This design comes from an exercise in tuning for small area and a short achievable clock period on the open sky130 flow, not from production work.
Function was checked by simulation only, so behaviour that the tests miss may differ from the original.

==> trial 6 <==
Design matriscarpici, start of the top module:
module matriscarpici #(parameter M=8)(
    input clk,
    input rst,
    input [M-1:0] matris_veri,
    input matris_gecerli,
    output reg [2*M+1:0] carpim_veri,
    output reg carpim_gecerli
    );
==> module matriscarpici, before the edit <==
module matriscarpici #(parameter M=8)(
    input clk,
    input rst,
    input [M-1:0] matris_veri,
    input matris_gecerli,
    output reg [2*M+1:0] carpim_veri,
    output reg carpim_gecerli
    );
    reg [4:0] n;           
    reg [M-1:0] d_r;       
    reg [M+1:0] t_r3;      
    reg t_r;               
    reg [M+3:0] p0l, p0h, p1l, p1h;  
    reg pv;                
    reg [M-1:0] s [0:7];   
    reg [2*M+1:0] f0, g0, f1, g1;  
    wire take = matris_gecerli && !n[4];
    wire a_r = t_r && (n[4:3] == 2'b00 || n == 5'd8);   
    wire b_r = t_r && !a_r;                              
    wire shift_a = a_r || (b_r && !n[0]);                
    wire clr = !n[4] && !n[3];
    wire [M+1:0] r0 [0:3];
    wire [M+1:0] r1 [0:3];
    genvar q;
    generate
        for (q = 0; q < 4; q = q + 1) begin : rows
            wire [1:0] a0 = s[0][2*q+1:2*q];
            wire [1:0] a1 = s[4][2*q+1:2*q];
            assign r0[q] = a0[1] ? (a0[0] ? t_r3 : {1'b0, d_r, 1'b0}) : (a0[0] ? {2'b00, d_r} : {(M+2){1'b0}});
            assign r1[q] = a1[1] ? (a1[0] ? t_r3 : {1'b0, d_r, 1'b0}) : (a1[0] ? {2'b00, d_r} : {(M+2){1'b0}});
        end
    endgenerate
    wire [2*M+1:0] sum0 = f0 + p0l + {p0h, 4'd0};
    wire [2*M+1:0] sum1 = f1 + p1l + {p1h, 4'd0};
    wire out_sum = !rst && n[4] && !n[1] && pv;
    wire [2*M+1:0] out_held = (rst || !n[4]) ? {(2*M+2){1'b0}} :
                              n[1] ? f1 : g0;
    integer j;
    always @(posedge clk) begin
        d_r <= matris_veri;
        t_r3 <= {2'b00, matris_veri} + {1'b0, matris_veri, 1'b0};
        t_r <= take && !rst;
        if (shift_a) begin
            for (j = 0; j < 7; j = j + 1)
                s[j] <= s[j+1];
            s[7] <= d_r;
        end
        p0l <= r0[0] + {r0[1], 2'b00};
        p0h <= r0[2] + {r0[3], 2'b00};
        p1l <= r1[0] + {r1[1], 2'b00};
        p1h <= r1[2] + {r1[3], 2'b00};
        pv <= b_r;
        if (clr || pv) begin
            f0 <= g0;
            f1 <= g1;
        end else if (n[4] && n[1:0] == 2'd2) begin
            f1 <= g1;            
        end
        if (clr) begin
            g0 <= 0;
            g1 <= 0;
        end else if (pv) begin
            g0 <= sum0;
            g1 <= sum1;
        end
        carpim_veri <= out_sum ? sum0 : out_held;
        carpim_gecerli <= !rst && n[4];
        if (rst || n == 5'd19)
            n <= 0;
        else if (n[4] || take)
            n <= n + 1;
    end
endmodule
==> flow/config.mk <==
export PLATFORM = sky130hd
export DESIGN_NAME = matriscarpici
export DESIGN_NICKNAME = matriscarpici
export VERILOG_FILES = /design/flow/design.v
export SDC_FILE = /design/flow/constraint.sdc
export NUM_CORES = 4
export LEC_CHECK = 0
export ABC_AREA = 1
export CAP_MARGIN = 20
export CORE_MARGIN = 2
export CORE_UTILIZATION = 75
export CTS_CLUSTER_DIAMETER = 150
export CTS_CLUSTER_SIZE = 30
export PLACE_DENSITY = 0.85
export SETUP_SLACK_MARGIN = 5
export SLEW_MARGIN = 20
==> flow/constraint.sdc <==
create_clock -name core_clock -period 9.5 [get_ports {clk}]
set_input_delay 1.9000 -clock core_clock [delete_from_list [all_inputs] [get_ports {clk}]]
set_output_delay 1.9000 -clock core_clock [all_outputs]
set_load 0.01 [all_outputs]
standard.sh (not shown) runs the stock make flow with config.mk's settings and CLKGATE_MAP_FILE= SYNTH_SCRIPT=/design/flow/synth_recipe.tcl, a recipe that flattens the netlist after the stock synthesis.
==> flow/flow/run.sh <==
#!/bin/bash
# Standard layout with extra ORFS make settings from flow/make_args.txt
# (repair-timing margin and similar); the full make output goes to standard.log.
args=$(cat flow/make_args.txt)
bash standard.sh $args finish > standard.log 2>&1
==> flow/flow/make_args.txt <==
SETUP_SLACK_MARGIN=6.7
==> trial 22: changes against trial 6 <==
==> flow/design.v (replaced) <==
`timescale 1ns / 1ps
module matriscarpici #(parameter M=8)(
    input clk,
    input rst,
    input [M-1:0] matris_veri,
    input matris_gecerli,
    output reg [2*M+1:0] carpim_veri,
    output reg carpim_gecerli
    );
    reg [4:0] n;           
    reg [1:0] k;           
    reg [M-1:0] d0_r, d1_r;  
    reg [M+1:0] t_r3;      
    reg [3:0] i_r;         
    reg t_r;               
    reg [M+3:0] p0l, p0h, p1l, p1h;  
    reg pv;                
    reg [M-1:0] s [0:7];   
    reg [2*M+1:0] f0, g0, f1, g1;  
    wire take = matris_gecerli && !n[4];
    wire shift_a = t_r && (!i_r[3] || i_r[0]);
    wire clr = !n[4] && !n[3];
    wire [M+1:0] r0 [0:3];
    wire [M+1:0] r1 [0:3];
    genvar q;
    generate
        for (q = 0; q < 4; q = q + 1) begin : rows
            wire [1:0] a0 = s[0][2*q+1:2*q];
            wire [1:0] a1 = s[4][2*q+1:2*q];
            assign r0[q] = a0[1] ? (a0[0] ? t_r3 : {1'b0, d0_r, 1'b0}) : (a0[0] ? {2'b00, d0_r} : {(M+2){1'b0}});
            assign r1[q] = a1[1] ? (a1[0] ? t_r3 : {1'b0, d1_r, 1'b0}) : (a1[0] ? {2'b00, d1_r} : {(M+2){1'b0}});
        end
    endgenerate
    wire [2*M+1:0] sum0 = f0 + p0l + {p0h, 4'd0};
    wire [2*M+1:0] sum1 = f1 + p1l + {p1h, 4'd0};
    wire out_sum = !rst && n[4] && !k[1] && pv;
    wire [2*M+1:0] out_held = (rst || !n[4]) ? {(2*M+2){1'b0}} :
                              k[1] ? (k[0] ? g1 : f1) : g0;
    integer j;
    always @(posedge clk) begin
        d0_r <= matris_veri;
        d1_r <= matris_veri;
        t_r3 <= {2'b00, matris_veri} + {1'b0, matris_veri, 1'b0};
        i_r <= n[3:0];
        t_r <= take && !rst;
        if (shift_a) begin
            for (j = 0; j < 7; j = j + 1)
                s[j] <= s[j+1];
            s[7] <= d0_r;
        end
        p0l <= r0[0] + {r0[1], 2'b00};
        p0h <= r0[2] + {r0[3], 2'b00};
        p1l <= r1[0] + {r1[1], 2'b00};
        p1h <= r1[2] + {r1[3], 2'b00};
        pv <= t_r && i_r[3];
        if (clr) begin
            f0 <= 0;
            g0 <= 0;
            f1 <= 0;
            g1 <= 0;
        end else if (pv) begin
            f0 <= g0;
            g0 <= sum0;
            f1 <= g1;
            g1 <= sum1;
        end
        carpim_veri <= out_sum ? sum0 : out_held;
        carpim_gecerli <= !rst && n[4];
        if (rst) begin
            n <= 0;
            k <= 0;
        end else if (n[4]) begin
            k <= k + 1;
            if (k == 2'd3)
                n <= 0;
        end else if (take) begin
            n <= n + 1;
        end
    end
endmodule
==> flow/flow/make_args.txt (replaced) <==
SETUP_SLACK_MARGIN=7.0
Settings changed: ABC_AREA 1 to default, CORE_UTILIZATION 75 to 40, CTS_CLUSTER_DIAMETER 150 to default, CTS_CLUSTER_SIZE 30 to default, PLACE_DENSITY 0.85 to default.
==> trial 23: changes against trial 6 <==
--- a/flow/design.v
+++ b/flow/design.v
@@ -10,4 +10,6 @@
     reg [4:0] n;           
+    reg [1:0] k;           
     reg [M-1:0] d_r;       
     reg [M+1:0] t_r3;      
+    reg [3:0] i_r;         
     reg t_r;               
@@ -18,5 +20,3 @@
     wire take = matris_gecerli && !n[4];
-    wire a_r = t_r && (n[4:3] == 2'b00 || n == 5'd8);   
-    wire b_r = t_r && !a_r;                              
-    wire shift_a = a_r || (b_r && !n[0]);                
+    wire shift_a = t_r && (!i_r[3] || i_r[0]);
     wire clr = !n[4] && !n[3];
@@ -35,5 +35,5 @@
     wire [2*M+1:0] sum1 = f1 + p1l + {p1h, 4'd0};
-    wire out_sum = !rst && n[4] && !n[1] && pv;
+    wire out_sum = !rst && n[4] && !k[1] && pv;
     wire [2*M+1:0] out_held = (rst || !n[4]) ? {(2*M+2){1'b0}} :
-                              n[1] ? f1 : g0;
+                              k[1] ? f1 : g0;
     integer j;
@@ -42,2 +42,3 @@
         t_r3 <= {2'b00, matris_veri} + {1'b0, matris_veri, 1'b0};
+        i_r <= n[3:0];
         t_r <= take && !rst;
@@ -52,3 +53,3 @@
         p1h <= r1[2] + {r1[3], 2'b00};
-        pv <= b_r;
+        pv <= t_r && i_r[3];
         if (clr || pv) begin
@@ -56,3 +57,3 @@
             f1 <= g1;
-        end else if (n[4] && n[1:0] == 2'd2) begin
+        end else if (n[4] && k == 2'd2) begin
             f1 <= g1;            
@@ -68,6 +69,12 @@
         carpim_gecerli <= !rst && n[4];
-        if (rst || n == 5'd19)
+        if (rst) begin
             n <= 0;
-        else if (n[4] || take)
+            k <= 0;
+        end else if (n[4]) begin
+            k <= k + 1;
+            if (k == 2'd3)
+                n <= 0;
+        end else if (take) begin
             n <= n + 1;
+        end
     end
==> flow/flow/make_args.txt (replaced) <==
SETUP_SLACK_MARGIN=6.3
Settings changed: ABC_AREA 1 to default, CORE_UTILIZATION 75 to 65, PLACE_DENSITY 0.85 to default.
==> reports/results.ini <==
[floorplan]
die_w_um=130
nWellTaps=216

[yosys]
syn_area_um2=12000
synth_cell_types=39

[place]
post_dp_cell_area_um2=12500

[run_status]
status=timing/DRC/antenna clean

[power_and_ir_drop]
p_sw_uw=791

# the run above: trial 6

==> reports/results.ini <==
[drt]
met1_length_um=11500

[yosys]
synth_cell_types=71
syn_area_um2=12100

[sta]
setup_viol=0

[power_and_ir_drop]
p_sw_uw=740

[run_status]
status=timing/DRC/antenna clean

[place]
post_dp_cell_area_um2=12500

# the run above: trial 23

==> reports/results.ini <==
[run_status]
status=timing/DRC/antenna clean

[drt]
wl_met3_um=989

[yosys]
syn_area_um2=12400
synth_cell_types=76

[floorplan]
die_w_um=180
nWellTaps=396

[place]
post_dp_cell_area_um2=13100

[finish]
area_delta_synth_final_pct=22.4

[power_and_ir_drop]
p_sw_uw=890

# the run above: trial 22

==> separate check: timing with driven ports <==
In the flow no input, the clock included, has a driving cell. The finished layouts below were timed again as built, in two steps. Step 1 assumes that a clkbuf_16 drives the clock port and a buf_2 every other input. Step 2 also shifts input and output timing later by t, the mid clock arrival at the registers, as if the neighbouring blocks saw the same clock. Slacks: ideal ports / drivers / drivers and shift; pairs: ideal ports / drivers.
run	t, ns	slack for setup (ns)	hold WS [ns]	latest minus earliest clock arrival (ns)
trial 6	0.504	6.662 / 6.616 / 6.315	0.409 / 0.409 / 0.409	0.026 / 0.027
trial 22	0.570	6.647 / 6.597 / 6.212	0.417 / 0.417 / 0.417	0.024 / 0.024
trial 23	0.510	6.392 / 6.392 / 5.942	0.415 / 0.415 / 0.415	0.022 / 0.022
After both steps setup and hold are still met in every run listed. For trial 23, which loses most, drivers alone change the setup slack by 0.000 ns; drivers and shift together by -0.450 ns.
